This design comes from an exercise in tuning for small area on the open sky130 flow, not from production work. Only simulation tests tie the RTL to the original design; equivalence was not proved.

==> flow/design.v <==
module rs_alu(
	input clk,
	input rst,
	output [31:0] PC_out,
	output [3:0] rob_id_out,
	output [16:0] EX_ctrl_out,
	output [5:0] p_rs_out,
	output [5:0] p_rt_out,
	output [15:0] imm_bits_out,
	output [5:0] p_rd_out,
	output stl_dec_rs_alu_full,
	input [3:0] num_rob_entry,
	input [31:0] PC_in,
	input [16:0] EX_ctrl_in,
	input [5:0] p_rs_in,
	input [5:0] p_rt_in,
	input p_rs_rdy_in,
	input p_rt_rdy_in,
	input rs_read,
	input rt_read,
	input [15:0] imm_bits_in,
	input [5:0] p_rd_new,
	input alloc_RS_en,
	input stall_issue,
	output wire issue_en,
	input recover,
	input [3:0] rec_rob_entry,
	input stall_hazard,
	input bus_en,
	input [5:0] tag
);
	localparam W = 71;
	reg [7:0] valid;
	reg [7:0] rs_rdy;
	reg [7:0] rt_rdy;
	reg [3:0] rob_id [0:7];
	reg [5:0] prf_rs [0:7];
	reg [5:0] prf_rt [0:7];
	reg [W-1:0] payload [0:7];  
	reg [7:0] age [0:7];
	reg [7:0] alloc_sel;
	always @(*) begin
		alloc_sel = 8'd0;
		for (integer i = 7; i >= 0; i = i - 1)
			if (!valid[i]) alloc_sel = 8'd1 << i;
	end
	wire [7:0] alloc_we = alloc_RS_en ? alloc_sel : 8'd0;
	function automatic older(input integer j, input integer k);
		older = (j < k) ? age[j][k] : ~age[k][j];
	endfunction
	wire [7:0] req = valid & rs_rdy & rt_rdy;
	reg [7:0] grant;
	always @(*) begin
		for (integer i = 0; i < 8; i = i + 1) begin
			grant[i] = req[i];
			for (integer j = 0; j < 8; j = j + 1)
				if (j != i && req[j] && older(j, i)) grant[i] = 1'b0;
		end
	end
	wire no_issue = recover | stall_hazard | stall_issue;
	assign issue_en = ~no_issue & (|req);
	wire [7:0] issue_clr = no_issue ? 8'd0 : grant;
	reg [7:0] flush_clr;
	always @(*) begin
		for (integer i = 0; i < 8; i = i + 1)
			flush_clr[i] = recover && valid[i] && (rob_id[i] == rec_rob_entry);
	end
	always @(posedge clk or negedge rst) begin
		if (~rst) valid <= 8'd0;
		else valid <= (valid & ~issue_clr & ~flush_clr) | alloc_we;
	end
	wire rs_rdy_new = p_rs_rdy_in | ~rs_read | (bus_en && tag == p_rs_in);
	wire rt_rdy_new = p_rt_rdy_in | ~rt_read | (bus_en && tag == p_rt_in);
	always @(posedge clk) begin
		for (integer i = 0; i < 8; i = i + 1) begin
			if (alloc_we[i]) begin
				rs_rdy[i] <= rs_rdy_new;
				rt_rdy[i] <= rt_rdy_new;
				rob_id[i] <= num_rob_entry;
				prf_rs[i] <= p_rs_in;
				prf_rt[i] <= p_rt_in;
				payload[i] <= {PC_in, EX_ctrl_in, imm_bits_in, p_rd_new};
			end else begin
				if (bus_en && tag == prf_rs[i]) rs_rdy[i] <= 1'b1;
				if (bus_en && tag == prf_rt[i]) rt_rdy[i] <= 1'b1;
			end
			for (integer k = i + 1; k < 8; k = k + 1) begin
				if (alloc_we[k]) age[i][k] <= 1'b1;
				else if (alloc_we[i]) age[i][k] <= 1'b0;
			end
		end
	end
	reg [2:0] gidx;
	always @(*) begin
		gidx = 3'd0;
		for (integer i = 7; i >= 0; i = i - 1)
			if (grant[i]) gidx = i;
	end
	wire [7:0] sel = 8'd1 << gidx;
	reg [W-1:0] pl_out;
	reg [3:0] rob_out;
	reg [5:0] rs_out, rt_out;
	always @(*) begin
		pl_out = {W{1'b0}};
		rob_out = 4'd0;
		rs_out = 6'd0;
		rt_out = 6'd0;
		for (integer i = 0; i < 8; i = i + 1) begin
			pl_out = pl_out | ({W{sel[i]}} & payload[i]);
			rob_out = rob_out | ({4{sel[i]}} & rob_id[i]);
			rs_out = rs_out | ({6{sel[i]}} & prf_rs[i]);
			rt_out = rt_out | ({6{sel[i]}} & prf_rt[i]);
		end
	end
	assign {PC_out, EX_ctrl_out, imm_bits_out, p_rd_out} = pl_out;
	assign rob_id_out = rob_out;
	assign p_rs_out = rs_out;
	assign p_rt_out = rt_out;
	assign stl_dec_rs_alu_full = &valid;
endmodule
clock: 8.0 ns
lec_check: 0
cap_margin: 10
core_margin: 2
core_utilization: 45
slew_margin: 10
standard.sh (not shown) runs the stock make flow with config.mk's settings and CLKGATE_MAP_FILE= SYNTH_SCRIPT=/design/flow/synth_recipe.tcl, a recipe that flattens the netlist after the stock synthesis.
==> flow/flow/run.sh <==
#!/bin/bash
# The standard layout (standard.sh) with these changes:
#  - synthesis maps logic with an area-oriented ABC script (flow/synth_area.tcl,
#    flow/area.abc); registers are mapped exactly as in the standard synthesis;
#  - port buffers use the smallest buffer cell;
#  - CTS uses clkbuf_8 with sink clusters of up to 16 and no dummy loads.
# The full make output goes to flow.log in this folder; ORFS's per-step logs are
# under orfs/logs/.
set -euo pipefail
HERE=$(pwd)
CTS="-sink_clustering_enable -repair_clock_nets -dont_use_dummy_load -buf_list sky130_fd_sc_hd__clkbuf_8 -sink_clustering_size 16 -sink_clustering_max_diameter 100"
export MY_ABC_SCRIPT="$HERE/flow/area.abc"
bash standard.sh \
  "SYNTH_SCRIPT=$HERE/flow/synth_area.tcl" \
  "BUFFER_PORTS_ARGS=-buffer_cell sky130_fd_sc_hd__buf_1" \
  "CTS_ARGS=$CTS" \
  finish > flow.log 2>&1
==> flow/flow/area.abc <==
strash
dc2
dch -f
amap -m
==> flow/flow/synth_area.tcl <==
# The standard synthesis script (synth_recipe.tcl), with one change: Yosys's abc
# step maps the logic with the area-oriented ABC script named by MY_ABC_SCRIPT.
# Flip-flop mapping (dfflibmap) runs before abc and is untouched, so the registers,
# their names and their cell types are the standard synthesis's.
proc synth {args} { yosys synth -nofsm -noshare {*}$args }
proc abc {args} {
  set i [lsearch -exact $args -script]
  if {$i >= 0 && [info exists ::env(MY_ABC_SCRIPT)]} { lset args [expr {$i + 1}] $::env(MY_ABC_SCRIPT) }
  yosys abc {*}$args
}
source $::env(SCRIPTS_DIR)/synth.tcl
# left out here: clear keep_hierarchy, flatten, clean up, hide names made inside functions, write 1_2_yosys.v
==> next run, changes <==
--- a/flow/design.v
+++ b/flow/design.v
@@ -28,9 +28,9 @@
 	input stall_hazard,
 	input bus_en,
 	input [5:0] tag
 );
-	localparam W = 71;
+	localparam W = 87;
 	reg [7:0] valid;
 	reg [7:0] rs_rdy;
 	reg [7:0] rt_rdy;
 	reg [3:0] rob_id [0:7];
Core utilization does not change.
Hold slack is unchanged.
Area after synthesis does not change.
Clock skew is unchanged.
Routed wire length does not change.
Flip-flop and latch count stays the same.

[port drivers added, routing unchanged]
The results above use ideal ports. As a check the final layouts listed here were re-extracted and re-timed, cells and wires unchanged. Step 1, drivers: a clkbuf_16 drives clk and a buf_2 each remaining input, both assumed. Step 2 moves the port delays by t, midway between the first and last clock arrival at a register: inputs arrive t later, outputs are due t later. That takes back most of the time a late clock gives input paths. Three values: no drivers, after step 1, after step 2; two values: the first two.
run | shift t [ns] | setup WS [ns] | worst hold slack (ns) | worst data-port slew with drivers (ns)
the first run | 0.714 | 1.735 / 1.681 / 2.395 | 0.472 / 0.472 / 0.472 | 0.10
the second run | 0.714 | 1.735 / 1.681 / 2.395 | 0.472 / 0.472 / 0.472 | 0.10
After both steps every run listed still meets setup and hold.
